This is an optimization exercise on Yosys and OpenROAD, whose aim is small area, a short achievable clock period and few clock cycles per item, not a production implementation.
Function was checked by simulation only, so behaviour that the tests miss may differ from the original.

`design/flow/design.v`:
```
module lstm (inputVec, trainingFlag, clock, reset, newSample, dataoutReady, outputVec);
    input  [35:0] inputVec;
    input         trainingFlag;
    input         clock;
    input         reset;
    input         newSample;
    output reg    dataoutReady;
    output [71:0] outputVec;
    localparam LAST = 6'd37;
    localparam A_X0 = 3'd0, A_X1 = 3'd1, A_HB = 3'd2, A_RHI = 3'd3, A_GV = 3'd4, A_C = 3'd5, A_O = 3'd6;
    localparam B_W = 2'd0, B_P2 = 2'd1, B_RLO = 2'd2, B_ZR = 2'd3;
    localparam K_ZERO = 3'd0, K_BIAS = 3'd1, K_ACC = 3'd2, K_MASK = 3'd3, K_P1 = 3'd4, K_P0 = 3'd5, K_ZR = 3'd6;
    localparam I_RHI = 2'd0, I_GV = 2'd1, I_C = 2'd2;
    reg        busy;
    reg [5:0]  cnt;
    reg [17:0] x0, x1;
    reg [2:0] asel;
    reg [1:0] bsel;
    reg [2:0] ksel;
    reg [1:0] isel;
    reg       ntanh;
    reg [4:0] waddr;
    reg [1:0] hidx;
    reg       gv_load, zr_load, c_load, o_load, h_load;
    wire [12:0] h_q [0:3];
    wire [12:0] hb = h_q[hidx];
    wire [71:0] wrow, brow;
    weightRAM ROM (.addr(waddr), .baddr({waddr[4:3], 3'd6}), .word(wrow), .bias(brow));
    always @(*) begin
        asel = 3'd0; bsel = 2'd0; ksel = 3'd0; isel = 2'd0; ntanh = 1'b0;
        waddr = 5'd0; hidx = 2'd0;
        gv_load = 1'b0; zr_load = 1'b0; c_load = 1'b0; o_load = 1'b0; h_load = 1'b0;
        case (cnt)
            6'd1:  begin asel = A_X0; bsel = B_W; ksel = K_BIAS; waddr = 5'd0; end
            6'd2:  begin asel = A_X1; bsel = B_W; ksel = K_ACC;  waddr = 5'd1; end
            6'd3:  begin asel = A_HB; bsel = B_W; ksel = K_MASK; waddr = 5'd2; hidx = 2'd0; end
            6'd4:  begin asel = A_HB; bsel = B_W; ksel = K_ACC;  waddr = 5'd3; hidx = 2'd1; end
            6'd5:  begin asel = A_HB; bsel = B_W; ksel = K_ACC;  waddr = 5'd4; hidx = 2'd2; end
            6'd6:  begin asel = A_HB; bsel = B_W; ksel = K_ACC;  waddr = 5'd5; hidx = 2'd3; end
            6'd7:  begin asel = A_RHI; bsel = B_P2; ksel = K_P1; isel = I_RHI; ntanh = 1'b1; gv_load = 1'b1; end
            6'd8:  begin asel = A_GV;  bsel = B_RLO; ksel = K_P0; isel = I_GV; ntanh = 1'b1; end
            6'd9:  begin asel = A_X0; bsel = B_W; ksel = K_BIAS; waddr = 5'd8; zr_load = 1'b1; end
            6'd10: begin asel = A_X1; bsel = B_W; ksel = K_ACC;  waddr = 5'd9; end
            6'd11: begin asel = A_HB; bsel = B_W; ksel = K_MASK; waddr = 5'd10; hidx = 2'd0; end
            6'd12: begin asel = A_HB; bsel = B_W; ksel = K_ACC;  waddr = 5'd11; hidx = 2'd1; end
            6'd13: begin asel = A_HB; bsel = B_W; ksel = K_ACC;  waddr = 5'd12; hidx = 2'd2; end
            6'd14: begin asel = A_HB; bsel = B_W; ksel = K_ACC;  waddr = 5'd13; hidx = 2'd3; end
            6'd15: begin asel = A_RHI; bsel = B_P2; ksel = K_P1; isel = I_RHI; gv_load = 1'b1; end
            6'd16: begin asel = A_GV;  bsel = B_RLO; ksel = K_P0; isel = I_GV; end
            6'd17: begin asel = A_RHI; bsel = B_ZR; ksel = K_ZERO; end
            6'd18: begin asel = A_X0; bsel = B_W; ksel = K_BIAS; waddr = 5'd16; zr_load = 1'b1; end
            6'd19: begin asel = A_X1; bsel = B_W; ksel = K_ACC;  waddr = 5'd17; end
            6'd20: begin asel = A_HB; bsel = B_W; ksel = K_MASK; waddr = 5'd18; hidx = 2'd0; end
            6'd21: begin asel = A_HB; bsel = B_W; ksel = K_ACC;  waddr = 5'd19; hidx = 2'd1; end
            6'd22: begin asel = A_HB; bsel = B_W; ksel = K_ACC;  waddr = 5'd20; hidx = 2'd2; end
            6'd23: begin asel = A_HB; bsel = B_W; ksel = K_ACC;  waddr = 5'd21; hidx = 2'd3; end
            6'd24: begin asel = A_RHI; bsel = B_P2; ksel = K_P1; isel = I_RHI; gv_load = 1'b1; end
            6'd25: begin asel = A_GV;  bsel = B_RLO; ksel = K_P0; isel = I_GV; end
            6'd26: begin asel = A_C; bsel = B_RLO; ksel = K_ZR; end
            6'd27: begin asel = A_X0; bsel = B_W; ksel = K_BIAS; waddr = 5'd24; c_load = 1'b1; end
            6'd28: begin asel = A_X1; bsel = B_W; ksel = K_ACC;  waddr = 5'd25; end
            6'd29: begin asel = A_HB; bsel = B_W; ksel = K_MASK; waddr = 5'd26; hidx = 2'd0; end
            6'd30: begin asel = A_HB; bsel = B_W; ksel = K_ACC;  waddr = 5'd27; hidx = 2'd1; end
            6'd31: begin asel = A_HB; bsel = B_W; ksel = K_ACC;  waddr = 5'd28; hidx = 2'd2; end
            6'd32: begin asel = A_HB; bsel = B_W; ksel = K_ACC;  waddr = 5'd29; hidx = 2'd3; end
            6'd33: begin asel = A_RHI; bsel = B_P2; ksel = K_P1; isel = I_RHI; gv_load = 1'b1; end
            6'd34: begin asel = A_GV;  bsel = B_RLO; ksel = K_P0; isel = I_GV; end
            6'd35: begin asel = A_C; bsel = B_P2; ksel = K_P1; isel = I_C; ntanh = 1'b1; o_load = 1'b1; end
            6'd36: begin asel = A_C; bsel = B_RLO; ksel = K_P0; isel = I_C; ntanh = 1'b1; end
            6'd37: begin asel = A_O; bsel = B_RLO; ksel = K_ZERO; h_load = 1'b1; end
            default: ;
        endcase
    end
    always @(posedge clock) begin
        x0 <= inputVec[17:0];
        x1 <= inputVec[35:18];
        if (reset) begin
            busy <= 1'b0;
            cnt <= 6'd0;
            dataoutReady <= 1'b0;
        end else begin
            dataoutReady <= busy && cnt == LAST;
            if (busy) begin
                if (cnt == LAST) begin
                    busy <= 1'b0;
                    cnt <= 6'd0;
                end else
                    cnt <= cnt + 6'd1;
            end else if (newSample) begin
                busy <= 1'b1;
                cnt <= 6'd1;
            end
        end
    end
    genvar r;
    generate
        for (r = 0; r < 4; r = r + 1) begin : U
            gate LANE (.clock(clock), .reset(reset),
                       .x0(x0), .x1(x1), .hb(hb),
                       .w(wrow[18*r +: 18]), .bias(brow[18*r +: 18]),
                       .asel(asel), .bsel(bsel), .ksel(ksel), .isel(isel), .ntanh(ntanh),
                       .gv_load(gv_load), .zr_load(zr_load), .c_load(c_load),
                       .o_load(o_load), .h_load(h_load),
                       .h(h_q[r]));
            assign outputVec[18*r +: 18] = {{5{h_q[r][12]}}, h_q[r]};
        end
    endgenerate
endmodule
module gate (clock, reset, x0, x1, hb, w, bias,
             asel, bsel, ksel, isel, ntanh,
             gv_load, zr_load, c_load, o_load, h_load, h);
    input             clock, reset;
    input      [17:0] x0, x1;
    input      [12:0] hb;
    input      [17:0] w, bias;
    input      [2:0]  asel;
    input      [1:0]  bsel;
    input      [2:0]  ksel;
    input      [1:0]  isel;
    input             ntanh;
    input             gv_load, zr_load, c_load, o_load, h_load;
    output reg [12:0] h;
    localparam A_X0 = 3'd0, A_X1 = 3'd1, A_HB = 3'd2, A_RHI = 3'd3, A_GV = 3'd4, A_C = 3'd5, A_O = 3'd6;
    localparam B_W = 2'd0, B_P2 = 2'd1, B_RLO = 2'd2, B_ZR = 2'd3;
    localparam K_ZERO = 3'd0, K_BIAS = 3'd1, K_ACC = 3'd2, K_MASK = 3'd3, K_P1 = 3'd4, K_P0 = 3'd5, K_ZR = 3'd6;
    localparam I_RHI = 2'd0, I_GV = 2'd1, I_C = 2'd2;
    reg  [28:0] R;
    reg  [17:0] gv, c;
    reg  [12:0] zr, o;
    wire [17:0] rhi = R[28:11];
    wire [12:0] rlo = R[23:11];
    reg  [17:0] nv;
    always @(*) begin
        case (isel)
            I_RHI:   nv = rhi;
            I_GV:    nv = gv;
            default: nv = c;
        endcase
    end
    wire [17:0] sp2, sp1, sp0, tp2, tp1, tp0;
    sigmoid SG (.operand(nv), .p2(sp2), .p1(sp1), .p0(sp0));
    tanh    TH (.operand(nv), .p2(tp2), .p1(tp1), .p0(tp0));
    wire [17:0] p2 = ntanh ? tp2 : sp2;
    wire [17:0] p1 = ntanh ? tp1 : sp1;
    wire [17:0] p0 = ntanh ? tp0 : sp0;
    reg [17:0] A;
    reg [12:0] B;
    reg [28:0] K;
    always @(*) begin
        case (asel)
            A_X0:    A = x0;
            A_X1:    A = x1;
            A_HB:    A = {{5{hb[12]}}, hb};
            A_RHI:   A = rhi;
            A_GV:    A = gv;
            A_C:     A = c;
            default: A = {{5{o[12]}}, o};
        endcase
        case (bsel)
            B_W:     B = w[12:0];
            B_P2:    B = p2[12:0];
            B_RLO:   B = rlo;
            default: B = zr;
        endcase
        case (ksel)
            K_BIAS:  K = {bias, 11'd0};
            K_ACC:   K = R;
            K_MASK:  K = {R[28:11], 11'd0};
            K_P1:    K = {p1, 11'd0};
            K_P0:    K = {p0, 11'd0};
            K_ZR:    K = {{5{zr[12]}}, zr, 11'd0};
            default: K = 29'd0;
        endcase
    end
    wire [28:0] Rn;
    dot_prod MAC (.a(A), .b(B), .k(K), .y(Rn));
    always @(posedge clock) begin
        R <= Rn;
        if (gv_load) gv <= rhi;
        if (zr_load) zr <= rlo;
        if (o_load)  o  <= rlo;
        if (reset) begin
            c <= 18'd0;
            h <= 13'd0;
        end else begin
            if (c_load) c <= rhi;
            if (h_load) h <= Rn[23:11];
        end
    end
endmodule
module dot_prod (a, b, k, y);
    input  signed [17:0] a;
    input  signed [12:0] b;
    input  signed [28:0] k;
    output signed [28:0] y;
    assign y = a * b + k;
endmodule
module weightRAM (addr, baddr, word, bias);
    input  [4:0]  addr, baddr;
    output [71:0] word, bias;
    reg [71:0] ROM_matrix [0:31];
    initial begin
        $readmemh("weights.hex", ROM_matrix);
    end
    assign word = ROM_matrix[addr];
    assign bias = ROM_matrix[baddr];
endmodule
module sigmoid (operand, p2, p1, p0);
    input  signed [17:0] operand;
    output reg signed [17:0] p2, p1, p0;
    always @(*) begin
        if (operand < -18'sd12288) begin p2 = 18'sd0; p1 = 18'sd0; p0 = 18'sd0; end
        else if (operand < -18'sd6144) begin p2 = 18'sd13; p1 = 18'sd147; p0 = 18'sd416; end
        else if (operand < 18'sd0) begin p2 = 18'sd83; p1 = 18'sd558; p0 = 18'sd1028; end
        else if (operand < 18'sd6144) begin p2 = -18'sd83; p1 = 18'sd558; p0 = 18'sd1020; end
        else if (operand < 18'sd12288) begin p2 = -18'sd13; p1 = 18'sd147; p0 = 18'sd1632; end
        else begin p2 = 18'sd0; p1 = 18'sd0; p0 = 18'sd2048; end
    end
endmodule
module tanh (operand, p2, p1, p0);
    input  signed [17:0] operand;
    output reg signed [17:0] p2, p1, p0;
    always @(*) begin
        if (operand < -18'sd6144) begin p2 = 18'sd0; p1 = 18'sd0; p0 = -18'sd2048; end
        else if (operand < -18'sd2048) begin p2 = 18'sd184; p1 = 18'sd953; p0 = -18'sd815; end
        else if (operand < 18'sd0) begin p2 = 18'sd647; p1 = 18'sd2220; p0 = 18'sd6; end
        else if (operand < 18'sd2048) begin p2 = -18'sd649; p1 = 18'sd2223; p0 = -18'sd7; end
        else if (operand < 18'sd6144) begin p2 = -18'sd185; p1 = 18'sd953; p0 = 18'sd817; end
        else begin p2 = 18'sd0; p1 = 18'sd0; p0 = 18'sd2048; end
    end
endmodule
```
`design/flow/weights.hex`:
```
001b7ff4ffeac40132
006080396ffb6bfda1
005d7fc8400203fd1e
ff548049100e1bfeb5
000d7fd8500d840451
00f90012000c1ffbfd
ffb7bfea3ffad80010
000000000000000000
ffebfffffff64bfbc6
febdbfff60077ffae8
fea8ffa96004b402b3
ff59003d0ff4980527
004a404f8ff07fff1d
ff5c003c7015bffc39
0078ffefaffe3000fe
000000000000000000
fecb3ffcf0104402e8
ff7f80284ff1cbfe3f
ffa9ffd81014fc0369
ff26c02d2005e003f2
feabbff5aff4a3fb32
00ca00020ff8cbfcef
0207c085f01dd00832
000000000000000000
0069ffb81fed4bfabc
feadffd67002f7fbc9
00aec0563ff7e8006a
fee10047b008e7fc79
ffef8026601233fac0
ff70403540050c044a
0035c00b20047fff81
000000000000000000
```
`design/flow/run.sh`:
```
#!/bin/bash
# synth_recipe.tcl (not shown) runs the flow's synth.tcl, then flattens the netlist and writes it again
# the make line also repeats each setting of config.mk as NAME=value (left out here)
make -C /OpenROAD-flow-scripts/flow DESIGN_CONFIG=/design/flow/config.mk WORK_HOME=/design/flow/orfs CLKGATE_MAP_FILE= SYNTH_SCRIPT=/design/flow/synth_recipe.tcl finish
```
`design/flow/config.mk`:
```
export PLATFORM = sky130hd
export DESIGN_NAME = lstm
export DESIGN_NICKNAME = lstm
export VERILOG_FILES = /design/flow/design.v
export SDC_FILE = /design/flow/constraint.sdc
export NUM_CORES = 4
export LEC_CHECK = 0
export CAP_MARGIN = 20
export CORE_MARGIN = 2
export CORE_UTILIZATION = 45
export PLACE_DENSITY = 0.6
export SLEW_MARGIN = 20
```
`design/flow/constraint.sdc`:
```
create_clock -name core_clock -period 12.0 [get_ports {clock}]
set_input_delay 2.4000 -clock core_clock [delete_from_list [all_inputs] [get_ports {clock}]]
set_output_delay 2.4000 -clock core_clock [all_outputs]
set_load 0.01 [all_outputs]
```
==> impl_metrics.json <==
{
  "initial_core_util_pct": 45.4,
  "flow.area_growth_from_synthesis_pct": 9.01,
  "worst_r2r_startpoint": "U[0].LANE.isel[1]$_SDFF_PN0_",
  "synth-seq-cells": 482,
  "core_area_mm2": 0.136,
  "timing.reg2reg.worst_path_depth": 37,
  "fmax_mhz": 92.6,
  "timing.max_slew.rel_slack_pct": 18.8,
  "crit_path_end_kind": "flop",
  "worstSetupPathType": "flop to flop",
  "finalMaxSlewViolations": 0,
  "grt.overflow.total": 0,
  "finalWorstPathRequiredPeriod_ps": 10800,
  "cp_data_arrival_time_ps": 11360,
  "hold_class": "flop to flop",
  "ys_warn_count": 5,
  "ys_top_cells_by_area": "sky130_fd_sc_hd__fa_1 31%, sky130_fd_sc_hd__dfxtp_1 10%, sky130_fd_sc_hd__edfxtp_1 8.6%",
  "crit_path_start_kind": "flop",
  "clk_root_buffer_cell": "sky130_fd_sc_hd__clkbuf_16",
  "clock-sinks": 482,
  "largest_family_of_logic_cells_by_synthesized_area": "adder cells",
  "critical_path_required_ps": 12560,
  "std_cell_rows": 135,
  "mean_cell_area_of_the_mapped_netlist_um2": 8.90,
  "synthXorXnorAreaFrac_pct": 2.36,
  "cpLargestDelayFamily": "adder cells",
  "crit_path_max_incr_delay_ps": 660,
  "grt_pass1_wl_um": 319000,
  "cts_made_buffers": 60,
  "cts_htree_levels": 2,
  "status": "timing/DRC/antenna clean",
  "postSynthNetCount": 8286,
  "min_to": "U[2].LANE.c[0]$_SDFFE_PP0P_",
  "rsz0062_at_grt": "false",
  "cpMaxStageDelayCell": "sky130_fd_sc_hd__o31ai_1",
  "post-cts-setup-buffer-count": 0,
  "synth_cell_types": 98,
  "route.detailed.drc": 0,
  "final_layout_size_suffix_gt1_share_pct": 5.83,
  "worstPathMaxFanout": 18,
  "tritoncts": "done",
  "r2r-end": "U[0].LANE.R[26]$_DFF_P_",
  "setup_total_negative_slack_ps": 0,
  "synth_compound_area_share_pct": 11.6,
  "post_cts.resized_instances": 0,
  "detail-route-antenna-nets": 0,
  "insertion_delay_ps": 720,
  "cts-root-to-sink-buffers": 3,
  "detailroute.via_count": 49700,
  "number_of_enable_flip_flop_cells_after_synthesis": 176,
  "place.gp.congestion": 1.03,
  "timing.reg2reg.setup_slack_ps": 1200,
  "hold_viol_final": 0,
  "avgViaCountPerCell": 5.65,
  "clkSlewWorstSetupHoldPaths_ps": 60,
  "fin_crit_sh_pct": 90.0,
  "post_synth_mux_area_share_pct": 5.46,
  "holdCritStartpoint": "U[2].LANE.c[0]$_SDFFE_PP0P_",
  "yosys_most_used_dff": "sky130_fd_sc_hd__dfxtp_1",
  "die_ar_mm2": 0.140,
  "synth_cells": 6916,
  "setup_viol": 0,
  "detail_route.iter0.violations": 4607,
  "grt_pass1_vias": 50800,
  "proportion_of_synthesized_flip_flops_having_asynchronous_set_or_reset_pct": 0,
  "synth_most_common_cell": "sky130_fd_sc_hd__inv_1",
  "dp.final_hpwl_um": 163000,
  "synth_top_area_share_pct": 30.8,
  "seq_area_frac_synth_pct": 18.5,
  "dieHeight_um": 374,
  "grt_max_degree": 74,
  "area_of_the_mapped_netlist_mm2": 0.0615,
  "drt_wl_total_um": 208000,
  "timing.critical_path.buf_inv": 8,
  "hold_path_depth": 2,
  "place.port_buffers": 111,
  "grt_use_total_pct": 30.0,
  "nNetsFinal": 8316,
  "fp.dieW_um": 374,
  "timing_worst_slew_pin_value_ps": 1210,
  "ys_top_cells_by_count": "1315 x sky130_fd_sc_hd__inv_1, 948 x sky130_fd_sc_hd__fa_1, 778 x sky130_fd_sc_hd__nor2_1, 687 x sky130_fd_sc_hd__nand2_1, 382 x sky130_fd_sc_hd__ha_1",
  "grt_antenna_before_repair": 13,
  "drv.max_cap_violation_count": 0,
  "timing.clock.skew_ps": 86.8,
  "final_util_pct": 49.5,
  "detail_route.first_pass.iterations": 7,
  "ioPinCount": 113,
  "synth_top_area_cell": "sky130_fd_sc_hd__fa_1",
  "wirelength_per_cell_um": 23.7,
  "synth-simple-area-share_pct": 13.3,
  "post_cts_hold_buffer_count": 0,
  "post_synthesis_share_of_cell_area_spent_on_full_adders_half_adders_and_majority_gates_pct": 38.6
}
-- cells by family (layout without fill, tap and decap cells) --
logic type	after synthesis	count (layout)
mux	308	308
compound gates	1094	1094
other cells	0	6
buf+inv	1634	1715
simple gates	1907	1907
flops	482	482
fa+ha+maj	1330	1330
xor+xnor	161	161
-- metrics by stage --
| stage | hold slack, ps | instances | instance area, µm² | setup WS, ps |
|---|---|---|---|---|
| 2_1_floorplan | 460 | 6916 | 61500 | 2890 |
| 3_3_place_gp | 472 | 8664 | 64900 | 1340 |
| 3_5_place_dp | 485 | 8664 | 64900 | 1420 |
| 4_1_cts | 499 | 8777 | 67100 | 1340 |
| 5_1_grt | 509 | 8779 | 67100 | 505 |
| 6_report | 495 | 8784 | 67100 | 1200 |
-- worst max-delay path by stage --
stage | slack [ps] | endpoint | cells after the start | from
global route | 500 | U[0].LANE.R[26]$_DFF_P_ | 37 | U[0].LANE.isel[1]$_SDFF_PN0_
finish | 1200 | U[0].LANE.R[26]$_DFF_P_ | 37 | U[0].LANE.isel[1]$_SDFF_PN0_
floorplan | 2890 | U[0].LANE.R[27]$_DFF_P_ | 37 | U[0].LANE.isel[0]$_DFF_P_
global placement | 1340 | U[3].LANE.h[12]$_SDFFE_PP0P_ | 33 | U[0].LANE.isel[0]$_DFF_P_
detailed placement | 1420 | U[0].LANE.h[11]$_SDFFE_PP0P_ | 37 | U[0].LANE.isel[1]$_SDFF_PN0_
CTS | 1340 | U[0].LANE.R[26]$_DFF_P_ | 37 | U[0].LANE.isel[1]$_SDFF_PN0_
-- layer usage --
layer  part of all wire (%)  vias to the layer above  global-route usage, %
met1                     43                    25300                   41.5
met3                    7.3                      377                   4.35
li1                       -                    22100                      -
met4                    4.2                        4                   11.3
met2                     46                     1893                   47.8
met5                  0.012                        -                      0
-- cell usage in the layout (no fill, tap or decap), types with 20 or more instances in the layout --
master,count
sky130_fd_sc_hd__or2_2,33
sky130_fd_sc_hd__mux2i_1,266
sky130_fd_sc_hd__xnor2_1,126
sky130_fd_sc_hd__nor2_1,777
sky130_fd_sc_hd__o21a_1,57
sky130_fd_sc_hd__edfxtp_1,176
sky130_fd_sc_hd__inv_1,1314
sky130_fd_sc_hd__nor3_1,62
sky130_fd_sc_hd__and2_1,46
sky130_fd_sc_hd__a21oi_1,244
sky130_fd_sc_hd__o21ai_1,35
sky130_fd_sc_hd__o21ai_0,272
sky130_fd_sc_hd__a21o_1,54
sky130_fd_sc_hd__buf_4,166
sky130_fd_sc_hd__dfxtp_1,290
sky130_fd_sc_hd__xor2_1,32
sky130_fd_sc_hd__nor2b_1,65
sky130_fd_sc_hd__o211ai_1,27
sky130_fd_sc_hd__fa_1,948
sky130_fd_sc_hd__and3_1,58
sky130_fd_sc_hd__nand3_1,58
sky130_fd_sc_hd__o22a_1,48
sky130_fd_sc_hd__a211oi_1,34
sky130_fd_sc_hd__o22ai_1,64
sky130_fd_sc_hd__nand2b_1,60
sky130_fd_sc_hd__mux2_2,21
sky130_fd_sc_hd__o21bai_1,20
sky130_fd_sc_hd__clkbuf_16,64
sky130_fd_sc_hd__a221oi_1,20
sky130_fd_sc_hd__ha_1,382
sky130_fd_sc_hd__clkdlybuf4s50_1,110
sky130_fd_sc_hd__nand2_1,686
sky130_fd_sc_hd__a31oi_1,28
-- state kept, by name, summed over array words and instances (netlist names) --
register and count:
U.LANE.R 116, U.LANE.c 72, U.LANE.gv 72, U.LANE.h 52, U.LANE.o 52, U.LANE.zr 52, x0 18, x1 18
cnt 6, ROM.addr 5, U.LANE.asel 3, U.LANE.ksel 3, U.LANE.bsel 2, U.LANE.isel 2, U.LANE.c_load 1, U.LANE.gv_load 1
U.LANE.h_load 1, U.LANE.ntanh 1, U.LANE.o_load 1, U.LANE.zr_load 1, busy 1, dataoutReady 1, hidx 1
-- area by class of cell --
cell class                      count  area (µm²)
Sequential cell                   482       11400
Inverter                         1324        4970
Timing Repair Buffer              278        2370
Clock buffer                       86        1780
Fill cell                       13000       68600
Tap cell                         1781        2230
Clock inverter                     27         344
Multi-Input combinational cell   4800       43900
Antenna cell                        6        15.0
-- worst reg2reg max path, delay by kind of cell (launching register included) --
kind	cells	cell delay (ps)
AOI/OAI and AO/OA	10	3210
xor gates and xnor gates	1	180
adders and majority gates	8	3440
buffers and inverters	8	980
DFF	1	620
muxes	1	420
and+or+nand+nor	9	1780
Testbench counts, summed over its fixed seeds: cycles 12,168, items 320.

static timing again, ports no longer ideal:
How much do the figures lean on ideal ports? The routed layout below was timed once more, with nothing changed but the port constraints.
Step 1, drivers: a clkbuf_16 drives clock and a buf_2 each remaining input, both assumed.
Step 2 moves the port delays by t, midway between the first and last clock arrival at a register: inputs arrive t later, outputs are due t later. That takes back most of the time a late clock gives input paths.
a / b / c = ideal ports / drivers / drivers and shift; a / b = the first two.
t (ns): 0.762
setup slack, ns: 1.198 / 1.198 / 1.198
latest minus earliest clock arrival (ns): 0.087 / 0.086
After both steps setup and hold are still met in this run. For this run, drivers alone change the setup slack by 0.000 ns; drivers and shift together by 0.000 ns.
